From an optimization exercise on the open Yosys and OpenROAD flow, aimed at small area and a short achievable clock period; shortcuts taken in it are not production practice. At most, simulation tests tie the RTL to the original design; equivalence was not proved. Power figures rest on the tool's default switching activity, not on a simulated workload.

==> job 2893 <==
==> flow/design.v (excerpt) <==
module fir(
    input clk,
    input signed [15:0] noisy_signal,
    output signed [15:0] filtered_signal
);
clock: 6.0 ns
lec_check: 0
cap_margin: 20
core_margin: 2
core_utilization: 65
cts_cluster_diameter: 100
cts_cluster_size: 20
setup_slack_margin: 3.7
slew_margin: 20
synth_hierarchical: 1
synth_minimum_keep_size: 0
run.sh (not shown) runs the stock make flow with config.mk's settings and CLKGATE_MAP_FILE= SYNTH_SCRIPT=/design/flow/synth_recipe.tcl, a recipe that flattens the netlist after the stock synthesis.
==> inputs of job 6359, as changes to job 2893 <==
SETUP_SLACK_MARGIN = 3.8   (was 3.7)
==> inputs of job 2979, as changes to job 2893 <==
CORE_UTILIZATION = 58   (was 65)
CTS_CLUSTER_SIZE = 25   (was 20)
SETUP_SLACK_MARGIN = 3.8   (was 3.7)
==> notes.md <==
Cell area, highest first: job 6359, job 2979, job 2893.
Non-clock buffer count: job 6359 > job 2979 > job 2893.
In clock power, job 6359 and job 2893 hardly differ.
Fmax, lowest first: job 2893, job 6359, job 2979.
Global-route usage, highest first: job 6359, job 2893, job 2979.
The highest setup slack belongs to job 2979, the lowest to job 2893.
In job 2893 the die area is lower than in job 2979, by about 10%.
Of job 2979 and job 6359, job 6359 has the higher first-iteration DRC count (gap 26%, measured against job 6359).
In sequential power, job 6359 and job 2893 hardly differ.
Total power: job 2979 is smaller than job 6359 (1.5%).

* * *

==> inputs of trial 30 <==
Another version of the RTL of fir (not shown whole).
clock: 6.0 ns
lec_check: 0
cap_margin: 20
core_margin: 2
core_utilization: 52
cts_cluster_diameter: 100
cts_cluster_size: 25
setup_slack_margin: 3.8
slew_margin: 20
synth_hierarchical: 1
synth_minimum_keep_size: 0
==> trial 83 (differences from trial 30) <==
- CORE_UTILIZATION: 52 -> 62
==> out/qor.yml <==
run_status: "finished clean"
grt.met1_usage: 0.3091
nFillCells: 3216
cp-endpoint: "filtered_signal[13]"
grt_use_met3: 0.02632
r2r-start: "p0_0[8]"
seq_share: 0.4363
# the run above: trial 30

==> out/qor.yml <==
cp-endpoint: "filtered_signal[8]"
grt.met1_usage: 0.3820
grt_use_met3: 0.04122
run_status: "finished clean"
nFillCells: 2468
# the run above: trial 83


* * *

==> delta <==
fir with an RTL version that a note above also has.
// fir
module fir(
    input clk,
    input signed [15:0] noisy_signal,
    output signed [15:0] filtered_signal
);
==> flow/config.mk <==
export PLATFORM = sky130hd
export DESIGN_NAME = fir
export DESIGN_NICKNAME = fir
export VERILOG_FILES = /design/flow/design.v
export SDC_FILE = /design/flow/constraint.sdc
export NUM_CORES = 4
export LEC_CHECK = 0
export CAP_MARGIN = 20
export CORE_MARGIN = 2
export CORE_UTILIZATION = 65
export CTS_CLUSTER_DIAMETER = 100
export CTS_CLUSTER_SIZE = 25
export SETUP_SLACK_MARGIN = 3.8
export SLEW_MARGIN = 20
export SYNTH_HIERARCHICAL = 1
export SYNTH_MINIMUM_KEEP_SIZE = 0
==> flow/constraint.sdc <==
create_clock -name core_clock -period 6.0 [get_ports {clk}]
set_input_delay 1.2000 -clock core_clock [delete_from_list [all_inputs] [get_ports {clk}]]
set_output_delay 1.2000 -clock core_clock [all_outputs]
set_load 0.01 [all_outputs]
==> inputs of ember, as changes to delta <==
--- a/flow/config.mk
+++ b/flow/config.mk
@@ -7,10 +7,10 @@
 export LEC_CHECK = 0
 export CAP_MARGIN = 20
 export CORE_MARGIN = 2
-export CORE_UTILIZATION = 65
+export CORE_UTILIZATION = 72
 export CTS_CLUSTER_DIAMETER = 100
-export CTS_CLUSTER_SIZE = 25
-export SETUP_SLACK_MARGIN = 3.8
+export CTS_CLUSTER_SIZE = 20
+export SETUP_SLACK_MARGIN = 3.9
 export SLEW_MARGIN = 20
 export SYNTH_HIERARCHICAL = 1
 export SYNTH_MINIMUM_KEEP_SIZE = 0
==> comparison table <==
item                                                   delta        ember
Clock transition at path regs                        0.10 ns      0.08 ns
Post-route clock skew                              0.0217 ns    0.0182 ns
Power dissipated in combinational cells              6.42 mW      6.63 mW
Hold Slack                                          0.333 ns     0.329 ns
Number of tap cells inserted                             448          396
Layout buffering overhead excluding clock cells        1.46%        1.97%
Footprint of the multi-input gates               0.0112 mm^2  0.0113 mm^2
Setup slack of the critical path after layout        3.80 ns      3.75 ns
DP Area                                          0.0231 mm^2  0.0230 mm^2
Clock power share                                      12.9%        14.0%
Run status                          timing/DRC/antenna clean  timing/DRC/antenna clean
Register fraction of the total cell area               44.8%        44.4%
Critical Path End Type                            output pin     register
Switching power total                                5.29 mW      5.44 mW

* * *

==> exp/quartz <==
fir with an RTL version that a note above also has.
clock: 6.0 ns
lec_check: 0
cap_margin: 20
core_margin: 2
core_utilization: 58
cts_cluster_diameter: 100
cts_cluster_size: 25
place_density: 0.75
setup_slack_margin: 3.8
slew_margin: 20
synth_hierarchical: 1
synth_minimum_keep_size: 0
==> exp/tundra (differences from exp/quartz) <==
--- a/flow/design.v
+++ b/flow/design.v
@@ -1346,12 +1346,111 @@
     wire w1014;
     wire w1015;
     wire w1016;
     wire w1017;
     wire w1018;
     wire w1019;
+    wire w1020;
+    wire w1021;
+    wire w1022;
+    wire w1023;
+    wire w1024;
+    wire w1025;
+    wire w1026;
+    wire w1027;
+    wire w1028;
+    wire w1029;
+    wire w1030;
+    wire w1031;
+    wire w1032;
+    wire w1033;
+    wire w1034;
+    wire w1035;
+    wire w1036;
+    wire w1037;
+    wire w1038;
+    wire w1039;
+    wire w1040;
+    wire w1041;
+    wire w1042;
+    wire w1043;
+    wire w1044;
+    wire w1045;
+    wire w1046;
+    wire w1047;
+    wire w1048;
+    wire w1049;
+    wire w1050;
+    wire w1051;
+    wire w1052;
+    wire w1053;
+    wire w1054;
+    wire w1055;
+    wire w1056;
+    wire w1057;
+    wire w1058;
+    wire w1059;
+    wire w1060;
+    wire w1061;
+    wire w1062;
+    wire w1063;
+    wire w1064;
+    wire w1065;
+    wire w1066;
+    wire w1067;
+    wire w1068;
+    wire w1069;
+    wire w1070;
+    wire w1071;
+    wire w1072;
+    wire w1073;
+    wire w1074;
+    wire w1075;
+    wire w1076;
+    wire w1077;
+    wire w1078;
+    wire w1079;
+    wire w1080;
+    wire w1081;
+    wire w1082;
+    wire w1083;
+    wire w1084;
+    wire w1085;
+    wire w1086;
+    wire w1087;
+    wire w1088;
+    wire w1089;
+    wire w1090;
+    wire w1091;
+    wire w1092;
+    wire w1093;
+    wire w1094;
+    wire w1095;
+    wire w1096;
+    wire w1097;
+    wire w1098;
+    wire w1099;
+    wire w1100;
+    wire w1101;
+    wire w1102;
+    wire w1103;
+    wire w1104;
+    wire w1105;
+    wire w1106;
+    wire w1107;
+    wire w1108;
+    wire w1109;
+    wire w1110;
+    wire w1111;
+    wire w1112;
+    wire w1113;
+    wire w1114;
+    wire w1115;
+    wire w1116;
+    wire w1117;
+    wire w1118;
     always @(posedge clk) begin
         r0 <= noisy_signal;
         r1 <= r0;
         r2 <= r1;
         r3 <= r2;
         r4 <= r3;
@@ -1673,13 +1772,13 @@
         q3_309 <= w1004;
         q3_310 <= w1009;
         q3_311 <= w1010;
         q3_312 <= w1015;
         q3_313 <= w1016;
         q3_314 <= w1018;
-        y <= {q3_313, q3_311, q3_309, q3_307, q3_305, q3_303, q3_301, q3_299, q3_297, q3_295, q3_293, q3_291, q3_289, q3_287, q3_285, q3_283} + {q3_314, q3_312, q3_310, q3_308, q3_306, q3_304, q3_302, q3_300, q3_298, q3_296, q3_294, q3_292, q3_290, q3_288, q3_286, q3_284} + {15'd0, 1'b0} + 16'd0;
+        y <= {w1118, w1117, w1116, w1115, w1114, w1113, w1112, w1111, w1110, w1109, w1108, w1107, w1106, w1105, w1104, w1021};
     end
     assign w1 = r0[0] ^ r4[0];
     assign w2 = r0[0] & r4[0];
     fa uw3 (.a(r0[1]), .b(r4[1]), .c(w2), .s(w3), .co(w4));
     fa uw5 (.a(r0[2]), .b(r4[2]), .c(w4), .s(w5), .co(w6));
     fa uw7 (.a(r0[3]), .b(r4[3]), .c(w6), .s(w7), .co(w8));
@@ -2255,12 +2354,111 @@
     assign w1011 = ~q2_280;
     fa uw1012 (.a(w1011), .b(rp2_20), .c(rp3_42), .s(w1012), .co(w1013));
     assign w1014 = ~w1012;
     fa uw1015 (.a(w1006), .b(w1014), .c(w1008), .s(w1015), .co(w1016));
     assign w1017 = ~w1013;
     fa uw1018 (.a(q2_281), .b(q2_282), .c(w1017), .s(w1018), .co(w1019));
+    assign w1020 = q3_283 & q3_284;
+    assign w1021 = q3_283 ^ q3_284;
+    assign w1022 = q3_285 & q3_286;
+    assign w1023 = q3_285 ^ q3_286;
+    assign w1024 = q3_287 & q3_288;
+    assign w1025 = q3_287 ^ q3_288;
+    assign w1026 = q3_289 & q3_290;
+    assign w1027 = q3_289 ^ q3_290;
+    assign w1028 = q3_291 & q3_292;
+    assign w1029 = q3_291 ^ q3_292;
+    assign w1030 = q3_293 & q3_294;
+    assign w1031 = q3_293 ^ q3_294;
+    assign w1032 = q3_295 & q3_296;
+    assign w1033 = q3_295 ^ q3_296;
+    assign w1034 = q3_297 & q3_298;
+    assign w1035 = q3_297 ^ q3_298;
+    assign w1036 = q3_299 & q3_300;
+    assign w1037 = q3_299 ^ q3_300;
+    assign w1038 = q3_301 & q3_302;
+    assign w1039 = q3_301 ^ q3_302;
+    assign w1040 = q3_303 & q3_304;
+    assign w1041 = q3_303 ^ q3_304;
+    assign w1042 = q3_305 & q3_306;
+    assign w1043 = q3_305 ^ q3_306;
+    assign w1044 = q3_307 & q3_308;
+    assign w1045 = q3_307 ^ q3_308;
+    assign w1046 = q3_309 & q3_310;
+    assign w1047 = q3_309 ^ q3_310;
+    assign w1048 = q3_311 & q3_312;
+    assign w1049 = q3_311 ^ q3_312;
+    assign w1050 = q3_313 & q3_314;
+    assign w1051 = q3_313 ^ q3_314;
+    assign w1052 = w1022 | (w1023 & w1020);
+    assign w1053 = w1023 & w1021;
+    assign w1054 = w1026 | (w1027 & w1024);
+    assign w1055 = w1027 & w1025;
+    assign w1056 = w1030 | (w1031 & w1028);
+    assign w1057 = w1031 & w1029;
+    assign w1058 = w1034 | (w1035 & w1032);
+    assign w1059 = w1035 & w1033;
+    assign w1060 = w1038 | (w1039 & w1036);
+    assign w1061 = w1039 & w1037;
+    assign w1062 = w1042 | (w1043 & w1040);
+    assign w1063 = w1043 & w1041;
+    assign w1064 = w1046 | (w1047 & w1044);
+    assign w1065 = w1047 & w1045;
+    assign w1066 = w1050 | (w1051 & w1048);
+    assign w1067 = w1051 & w1049;
+    assign w1068 = w1054 | (w1055 & w1052);
+    assign w1069 = w1055 & w1053;
+    assign w1070 = w1058 | (w1059 & w1056);
+    assign w1071 = w1059 & w1057;
+    assign w1072 = w1062 | (w1063 & w1060);
+    assign w1073 = w1063 & w1061;
+    assign w1074 = w1066 | (w1067 & w1064);
+    assign w1075 = w1067 & w1065;
+    assign w1076 = w1070 | (w1071 & w1068);
+    assign w1077 = w1071 & w1069;
+    assign w1078 = w1074 | (w1075 & w1072);
+    assign w1079 = w1075 & w1073;
+    assign w1080 = w1078 | (w1079 & w1076);
+    assign w1081 = w1079 & w1077;
+    assign w1082 = w1072 | (w1073 & w1076);
+    assign w1083 = w1073 & w1077;
+    assign w1084 = w1056 | (w1057 & w1068);
+    assign w1085 = w1057 & w1069;
+    assign w1086 = w1060 | (w1061 & w1076);
+    assign w1087 = w1061 & w1077;
+    assign w1088 = w1064 | (w1065 & w1082);
+    assign w1089 = w1065 & w1083;
+    assign w1090 = w1024 | (w1025 & w1052);
+    assign w1091 = w1025 & w1053;
+    assign w1092 = w1028 | (w1029 & w1068);
+    assign w1093 = w1029 & w1069;
+    assign w1094 = w1032 | (w1033 & w1084);
+    assign w1095 = w1033 & w1085;
+    assign w1096 = w1036 | (w1037 & w1076);
+    assign w1097 = w1037 & w1077;
+    assign w1098 = w1040 | (w1041 & w1086);
+    assign w1099 = w1041 & w1087;
+    assign w1100 = w1044 | (w1045 & w1082);
+    assign w1101 = w1045 & w1083;
+    assign w1102 = w1048 | (w1049 & w1088);
+    assign w1103 = w1049 & w1089;
+    assign w1104 = w1023 ^ w1020;
+    assign w1105 = w1025 ^ w1052;
+    assign w1106 = w1027 ^ w1090;
+    assign w1107 = w1029 ^ w1068;
+    assign w1108 = w1031 ^ w1092;
+    assign w1109 = w1033 ^ w1084;
+    assign w1110 = w1035 ^ w1094;
+    assign w1111 = w1037 ^ w1076;
+    assign w1112 = w1039 ^ w1096;
+    assign w1113 = w1041 ^ w1086;
+    assign w1114 = w1043 ^ w1098;
+    assign w1115 = w1045 ^ w1082;
+    assign w1116 = w1047 ^ w1100;
+    assign w1117 = w1049 ^ w1088;
+    assign w1118 = w1051 ^ w1102;
     assign filtered_signal = y;
 endmodule
 module fa(input a, input b, input c, output s, output co);
     assign s = a ^ b ^ c;
     assign co = (a & b) | (a & c) | (b & c);
 endmodule
- PLACE_DENSITY: 0.75 -> default
==> exp/cedar (differences from exp/quartz) <==
- CORE_UTILIZATION: 58 -> 65
- PLACE_DENSITY: 0.75 -> default
==> exp/violet (differences from exp/quartz) <==
- CORE_ASPECT_RATIO: default -> 0.5
- PLACE_DENSITY: 0.75 -> default
==> run_results.csv <==
group,metric,value,unit
cells_and_area,multi_input_area_share,0.478,
floorplanning,fp.dieH,197,um
run_status,outcome,"complete, no violations",
clocking,cts_resized,133,
floorplanning,num_rows,70,
logic_synthesis,synth_fp_nets,1859,
logic_synthesis,yosys.area_share.simple,0.0176,
cells_and_area,multi_input_gates,716,
pwr,p_clk_frac,0.132,
critical_path,reg2reg_depth,9,
global_route,grt_usage,0.240,
global_route,global_route.usage.met3,0.0513,
Source of the figures above: exp/tundra

==> run_results.csv <==
group,metric,value,unit
run_status,outcome,"complete, no violations",
pwr,p_clk_frac,0.132,
global_route,grt_usage,0.235,
global_route,global_route.usage.met3,0.0436,
logic_synthesis,synth_fp_nets,1858,
floorplanning,num_rows,70,
detailed_routing,avgViaCountPerCell,5.30,
clocking,cts_resized,117,
logic_synthesis,yosys.area_share.simple,0.0183,
critical_path,reg2reg_depth,3,
floorplanning,fp.dieH,197,um
Source of the figures above: exp/quartz

==> run_results.csv <==
group,metric,value,unit
run_status,outcome,"complete, no violations",
logic_synthesis,synth_fp_nets,1858,
detailed_routing,avgViaCountPerCell,5.28,
global_route,grt_usage,0.267,
critical_path,reg2reg_depth,3,
global_route,global_route.usage.met3,0.0368,
floorplanning,num_rows,66,
clocking,numCtsBuffers,24,
cells_and_area,multi_input_gates,730,
floorplanning,fp.dieW,186,um
critical_path,ff2ff_setup_slack,3.84,ns
floorplanning,fp.dieH,186,um
clocking,cts_resized,135,
cells_and_area,multi_input_area_share,0.478,
pwr,switching_power,5.14,mW
Source of the figures above: exp/cedar

==> run_results.csv <==
group,metric,value,unit
pwr,p_clk_frac,0.125,
critical_path,reg2reg_depth,3,
global_route,global_route.usage.met3,0.0661,
floorplanning,num_rows,49,
cells_and_area,multi_input_gates,730,
min_path,hold_path_depth,0,
cells_and_area,multi_input_area_share,0.477,
logic_synthesis,yosys.area_share.simple,0.0183,
floorplanning,fp.dieH,140,um
critical_path,path_max_fanout,1,
clocking,cts.reportedPaths.clkPinSlew,0.10,ns
clocking,cts_resized,120,
logic_synthesis,synth_fp_nets,1858,
run_status,outcome,"complete, no violations",
Source of the figures above: exp/violet

For exp/tundra, only the layout was checked, not whether the RTL still works.

## static timing again, ports no longer ideal
How much do the figures lean on ideal ports? The routed layouts below were timed once more, with nothing changed but the port constraints.
Step 1 (the two cells are an assumption about what drives the block):
set clk [get_ports {clk}]
set_driving_cell -lib_cell sky130_fd_sc_hd__clkbuf_16 $clk
set_driving_cell -lib_cell sky130_fd_sc_hd__buf_2 [delete_from_list [all_inputs] $clk]
Step 2, shift: input delay + t, output delay - t, t = (earliest + latest rising clock arrival at the registers) / 2. This alone moves slack from input paths to output paths.
Three values: ideal ports, drivers, drivers and shift; two values: the first two.
| run | t, ns | setup WS [ns] | cell pins on the clock port's net |
|---|---|---|---|
| job 2893 | 0.623 | 3.754 / 3.735 / 3.754 | 1 |
| job 6359 | 0.632 | 3.778 / 3.726 / 3.819 | 1 |
| job 2979 | 0.627 | 3.787 / 3.732 / 3.823 | 1 |
| trial 30 | 0.609 | 3.796 / 3.742 / 3.848 | 1 |
| trial 83 | 0.603 | 3.801 / 3.747 / 3.860 | 1 |
| delta | 0.619 | 3.797 / 3.746 / 3.812 | 1 |
| ember | 0.633 | 3.753 / 3.723 / 3.753 | 1 |
| exp/quartz | 0.603 | 3.800 / 3.747 / 3.833 | 1 |
| exp/tundra | 0.618 | 3.800 / 3.748 / 3.806 | 1 |
| exp/cedar | 0.599 | 3.804 / 3.752 / 3.841 | 1 |
| exp/violet | 0.630 | 3.796 / 3.737 / 3.820 | 1 |
After both steps every run listed still meets setup and hold.
